This is an optimization exercise on Yosys and OpenROAD, whose aim is small area and a short achievable clock period, not a production implementation. Where RTL was checked, it was by simulation tests only, not by an equivalence proof against the original. Power figures rest on the tool's default switching activity, not on a simulated workload.

==> inputs of run a <==
Design alu_top, start of the top module:
module alu_top(
    input                 clk,
    input        [31 : 0] A,
    input        [31 : 0] B,
    input        [3  : 0] aluop,
    output logic [31 : 0] alures,
    output logic          ZF,
    output logic          OF
);
export LEC_CHECK = 0
export CAP_MARGIN = 20
export CORE_MARGIN = 2
export CORE_UTILIZATION = 40
export SLEW_MARGIN = 20
export SYNTH_HIERARCHICAL = 1
create_clock -name core_clock -period 15.0 [get_ports {clk}]
standard.sh (not shown) runs the stock make flow with config.mk's settings and CLKGATE_MAP_FILE= SYNTH_SCRIPT=/design/flow/synth_recipe.tcl, a recipe that flattens the netlist after the stock synthesis.
==> flow/flow/run.sh <==
#!/bin/bash
# The standard layout (the standard.sh, standard synthesis unchanged), with the
# timing repair after CTS and global routing aiming for a larger setup margin.
set -euo pipefail
bash standard.sh SETUP_SLACK_MARGIN=9 finish > flow.log 2>&1
==> inputs of run b, as changes to run a <==
==> flow/run.sh (new file) <==
#!/bin/bash
# synth_recipe.tcl (not shown) runs the flow's synth.tcl, then flattens the netlist and writes it again
# the make line also repeats each setting of config.mk as NAME=value (left out here)
make -C /OpenROAD-flow-scripts/flow DESIGN_CONFIG=/design/flow/config.mk WORK_HOME=/design/flow/orfs CLKGATE_MAP_FILE= SYNTH_SCRIPT=/design/flow/synth_recipe.tcl finish
removed: flow/flow/run.sh
removed: flow/standard.sh
==> notes <==
Clock skew: run a is lower than run b (7.2 ps). In die area, run a and run b do not differ. In run b the final cell count is smaller than in run a, by 4.7%. Synthesized cell count is the same in run b and run a. Run b finished with timing, DRC and antenna clean. Run a passed the timing, design-rule and antenna checks. Against run a, the global-route usage of run b is lower by 2.3 points. Sequential share of layout area: run b is higher than run a (0.91 points). Hold slack: run b is higher than run a (120 ps). In run a the power is higher than in run b, by 44%. Between run b and run a, the lower via count is in run b (gap 5.7%, measured against run a). Clock-buffer cell count is the same in run b and run a.
Function was not checked in any run of this note: the RTL went through the layout flow alone.


==> inputs of v31 <==
Another version of the RTL of alu_top (not shown whole).
==> module alu, before the edit <==
module alu(
    input        [31 : 0] A,
    input        [31 : 0] B,
    input        [3  : 0] aluop,
    output logic [31 : 0] alures,
    output logic          ZF,
    output logic          OF
);
    logic addm, rv, sub, lgm;
    assign addm = aluop[3] & (aluop[2] | aluop[1]);
    assign rv   = ~aluop[3] & aluop[2] & aluop[1];
    assign lgm  = ~aluop[3] & ~(aluop[2] & (aluop[1] | aluop[0]));
    assign sub  = aluop[2];
    logic [15 : 0] d1, d2;
    genvar i;
    generate for (i = 0; i < 16; i++) begin : g_dig
        assign d1[i] = (B[4:1] == i) & ~B[0];
        assign d2[i] = (B[4:1] == i) & B[0];
    end endgenerate
    logic [3 : 0]  tt;
    logic [31 : 0] lres;
    always_comb begin
        case (aluop[2:0])
            3'b000:  tt = 4'b1000;
            3'b001:  tt = 4'b1110;
            3'b010:  tt = 4'b0110;
            3'b011:  tt = 4'b0111;
            default: tt = 4'b0011;
        endcase
    end
    generate for (i = 0; i < 32; i++) begin : g_log
        assign lres[i] = A[i] ? (B[i] ? tt[3] : tt[2]) : (B[i] ? tt[1] : tt[0]);
    end endgenerate
    logic [31 : 0] rev_a, ma, r;
    generate for (i = 0; i < 32; i++) begin : g_rev
        assign rev_a[i] = A[31 - i];
    end endgenerate
    assign ma = rv ? rev_a : A;
    assign r  = ({32{addm}} & (B ^ {32{sub}})) | ({32{lgm}} & lres);
    logic [31 : 0] x, y, S;
    mac32 U_mac(.a(ma), .b(B), .op(aluop), .d1(d1), .d2(d2), .r(r), .cin(addm & sub),
                .x(x), .y(y));
    assign S = x + y;
    logic [31 : 0] px, ox;
    logic          zS;
    assign px = x ^ y;
    assign ox = x | y;
    assign zS = ~px[0] & ((px[31 : 1] ^ ox[30 : 0]) == 31'b0);
    logic bx31, lt, lts;
    assign bx31 = B[31] ^ sub;
    assign lt   = (A[31] ^ B[31]) ? (aluop[0] ? B[31] : A[31]) : S[31];
    assign lts  = aluop[3] & aluop[2] & aluop[1];           
    logic          sfill;
    logic [31 : 0] fmask;
    assign sfill = rv & aluop[0] & A[31];
    assign fmask = {32{sfill}} & ~(32'hffffffff >> B[4:0]);
    generate for (i = 0; i < 32; i++) begin : g_res
        if (i == 0)
            assign alures[i] = lts ? lt : (rv ? S[31 - i] | fmask[i] : S[i]);
        else
            assign alures[i] = ~lts & (rv ? S[31 - i] | fmask[i] : S[i]);
    end endgenerate
    assign ZF = lts ? ~lt : (zS & ~sfill);
    assign OF = ((aluop == 4'b1010) | (aluop == 4'b1100)) & (A[31] == bx31) & (S[31] != A[31]);
endmodule
Settings: LEC_CHECK=0, CAP_MARGIN=20, CORE_MARGIN=2, CORE_UTILIZATION=40, SLEW_MARGIN=20, SYNTH_HIERARCHICAL=1; clock period 15.0 ns.
==> flow/flow/run.sh <==
#!/bin/bash
# The standard layout (the standard.sh, standard synthesis unchanged), with the
# timing repair after CTS and global routing aiming for a larger setup margin on the
# worst path only, and the smallest buffer as the buffer on each port.
set -euo pipefail
bash standard.sh SETUP_SLACK_MARGIN=9 TNS_END_PERCENT=0 \
    "BUFFER_PORTS_ARGS=-buffer_cell sky130_fd_sc_hd__buf_1" finish > flow.log 2>&1
==> v35: changes against v31 <==
--- a/flow/design.v
+++ b/flow/design.v
@@ -717,33 +717,54 @@
         assign d1[i] = (B[4:1] == i) & ~B[0];
         assign d2[i] = (B[4:1] == i) & B[0];
     end endgenerate
-    logic [3 : 0]  tt;
-    logic [31 : 0] lres;
+    logic [3 : 0] tt;
     always_comb begin
-        case (aluop[2:0])
-            3'b000:  tt = 4'b1000;
-            3'b001:  tt = 4'b1110;
-            3'b010:  tt = 4'b0110;
-            3'b011:  tt = 4'b0111;
-            default: tt = 4'b0011;
-        endcase
+        if (addm)
+            tt = sub ? 4'b0101 : 4'b1010;
+        else if (lgm) begin
+            case (aluop[2:0])
+                3'b000:  tt = 4'b1000;
+                3'b001:  tt = 4'b1110;
+                3'b010:  tt = 4'b0110;
+                3'b011:  tt = 4'b0111;
+                default: tt = 4'b0011;
+            endcase
+        end else
+            tt = 4'b0000;
     end
-    generate for (i = 0; i < 32; i++) begin : g_log
-        assign lres[i] = A[i] ? (B[i] ? tt[3] : tt[2]) : (B[i] ? tt[1] : tt[0]);
-    end endgenerate
     logic [31 : 0] rev_a, ma, r;
     generate for (i = 0; i < 32; i++) begin : g_rev
         assign rev_a[i] = A[31 - i];
     end endgenerate
     assign ma = rv ? rev_a : A;
-    assign r  = ({32{addm}} & (B ^ {32{sub}})) | ({32{lgm}} & lres);
+    generate for (i = 0; i < 32; i++) begin : g_r
+        assign r[i] = A[i] ? (B[i] ? tt[3] : tt[2]) : (B[i] ? tt[1] : tt[0]);
+    end endgenerate
     logic [31 : 0] x, y, S;
     mac32 U_mac(.a(ma), .b(B), .op(aluop), .d1(d1), .d2(d2), .r(r), .cin(addm & sub),
                 .x(x), .y(y));
-    assign S = x + y;
-    logic [31 : 0] px, ox;
-    logic          zS;
+    logic [31 : 0] px, gx, ox;
+    logic [31 : 0] pg [0 : 5];
+    logic [31 : 0] gg [0 : 5];
     assign px = x ^ y;
+    assign gx = x & y;
+    assign pg[0] = px;
+    assign gg[0] = gx;
+    genvar l;
+    generate for (l = 0; l < 5; l++) begin : g_lvl
+        for (i = 0; i < 32; i++) begin : g_bit
+            if (i & (1 << l)) begin : g_node
+                localparam integer J = ((i >> l) << l) - 1;
+                assign gg[l + 1][i] = gg[l][i] | (pg[l][i] & gg[l][J]);
+                assign pg[l + 1][i] = pg[l][i] & pg[l][J];
+            end else begin : g_pass
+                assign gg[l + 1][i] = gg[l][i];
+                assign pg[l + 1][i] = pg[l][i];
+            end
+        end
+    end endgenerate
+    assign S = px ^ {gg[5][30 : 0], 1'b0};
+    logic          zS;
     assign ox = x | y;
     assign zS = ~px[0] & ((px[31 : 1] ^ ox[30 : 0]) == 31'b0);
     logic bx31, lt, lts;
==> flow/flow/run.sh (replaced) <==
#!/bin/bash
# The standard layout (the standard.sh, standard synthesis unchanged), with the
# timing repair after CTS and global routing aiming for a larger setup margin on the
# worst path only, and the smallest buffer as the buffer on each port.
set -euo pipefail
bash standard.sh SETUP_SLACK_MARGIN=8 TNS_END_PERCENT=0 \
    "BUFFER_PORTS_ARGS=-buffer_cell sky130_fd_sc_hd__buf_1" finish > flow.log 2>&1
- CORE_UTILIZATION: 40 -> 60
- PLACE_DENSITY: unset -> 0.7
==> v34: changes against v31 <==
--- a/flow/design.v
+++ b/flow/design.v
@@ -717,26 +717,29 @@
         assign d1[i] = (B[4:1] == i) & ~B[0];
         assign d2[i] = (B[4:1] == i) & B[0];
     end endgenerate
-    logic [3 : 0]  tt;
-    logic [31 : 0] lres;
+    logic [3 : 0] tt;
     always_comb begin
-        case (aluop[2:0])
-            3'b000:  tt = 4'b1000;
-            3'b001:  tt = 4'b1110;
-            3'b010:  tt = 4'b0110;
-            3'b011:  tt = 4'b0111;
-            default: tt = 4'b0011;
-        endcase
+        if (addm)
+            tt = sub ? 4'b0101 : 4'b1010;
+        else if (lgm) begin
+            case (aluop[2:0])
+                3'b000:  tt = 4'b1000;
+                3'b001:  tt = 4'b1110;
+                3'b010:  tt = 4'b0110;
+                3'b011:  tt = 4'b0111;
+                default: tt = 4'b0011;
+            endcase
+        end else
+            tt = 4'b0000;
     end
-    generate for (i = 0; i < 32; i++) begin : g_log
-        assign lres[i] = A[i] ? (B[i] ? tt[3] : tt[2]) : (B[i] ? tt[1] : tt[0]);
-    end endgenerate
     logic [31 : 0] rev_a, ma, r;
     generate for (i = 0; i < 32; i++) begin : g_rev
         assign rev_a[i] = A[31 - i];
     end endgenerate
     assign ma = rv ? rev_a : A;
-    assign r  = ({32{addm}} & (B ^ {32{sub}})) | ({32{lgm}} & lres);
+    generate for (i = 0; i < 32; i++) begin : g_r
+        assign r[i] = A[i] ? (B[i] ? tt[3] : tt[2]) : (B[i] ? tt[1] : tt[0]);
+    end endgenerate
     logic [31 : 0] x, y, S;
     mac32 U_mac(.a(ma), .b(B), .op(aluop), .d1(d1), .d2(d2), .r(r), .cin(addm & sub),
                 .x(x), .y(y));
==> flow/flow/run.sh (replaced) <==
#!/bin/bash
# The standard layout (the standard.sh, standard synthesis unchanged), with the
# timing repair after CTS and global routing aiming for a larger setup margin on the
# worst path only, and the smallest buffer as the buffer on each port.
set -euo pipefail
bash standard.sh SETUP_SLACK_MARGIN=8 TNS_END_PERCENT=0 \
    "BUFFER_PORTS_ARGS=-buffer_cell sky130_fd_sc_hd__buf_1" finish > flow.log 2>&1
==> results.toml <==
[status]
outcome = "complete, no violations"

[final_layout]
multi_input_area_share = 0.754

[routing]
post_drt_wl_per_cell_um = 27.2

[setup_path]
crit_start = "aluop_r[3]$_DFF_P_"
critPathMaxStageDelay_ns = 0.64

[sta]
slew_headroom = 0.259

[die]
die_h_um = 232
die_width_um = 232

[grt]
grt.total_usage = 0.290
The numbers above come from v34.

==> results.toml <==
[sta]
slew_headroom = 0.337

[synth]
synth_commonest_cells = "314 x xnor2_1, 256 x a22oi_2, 246 x fa_1"
async_flop_share = 0

[setup_path]
crit_start = "B_r[4]$_DFF_P_"
critPathMaxStageDelay_ns = 0.80

[status]
outcome = "complete, no violations"

[final_layout]
area_growth_pct = 19.9
n_fill_cell = 2423
multi_input_area_share = 0.745

[grt]
grt.total_usage = 0.446

[power_and_ir_drop]
top_power_group = "combinational cells"
The numbers above come from v35.

==> results.toml <==
[status]
outcome = "complete, no violations"

[sta]
slew_headroom = 0.423

[final_layout]
layout_commonest_cell = "xnor2_1"
multi_input_area_share = 0.765

[grt]
grt.total_usage = 0.368

[die]
die_width_um = 231
die_h_um = 231

[setup_path]
crit_start = "B_r[7]$_DFF_P_"

[routing]
wl_met2_um = 41700
post_drt_wl_per_cell_um = 32.6
The numbers above come from v31.

The RTL of v35 and v34 was laid out without a check of its function.

-- afterwards: timing with drivers on the ports --
No port has a modelled driver above. Below, the same layouts with a new extraction and two added sets of constraints. Step 1 (the two cells are an assumption about what drives the block):
set clk [get_ports {clk}]
set_driving_cell -lib_cell sky130_fd_sc_hd__clkbuf_16 $clk
set_driving_cell -lib_cell sky130_fd_sc_hd__buf_2 [delete_from_list [all_inputs] $clk]
Step 2 times the ports against the registers' clock, not the clock port: input delays grow and output delays shrink by t, the midpoint of the rising clock arrivals with the driver on. a / b / c = ideal ports / drivers / drivers and shift; a / b = the first two.
run	t, ns	setup WS [ns]	worst register clock-pin slew, ns
run a	0.471	8.129 / 8.129 / 8.129	0.11 / 0.11
run b	0.462	5.736 / 5.736 / 5.736	0.12 / 0.12
v31	0.437	8.320 / 8.320 / 8.320	0.08 / 0.08
v35	0.434	7.624 / 7.624 / 7.624	0.08 / 0.08
v34	0.468	7.960 / 7.960 / 7.960	0.09 / 0.09
After both steps setup and hold are still met in every run listed.
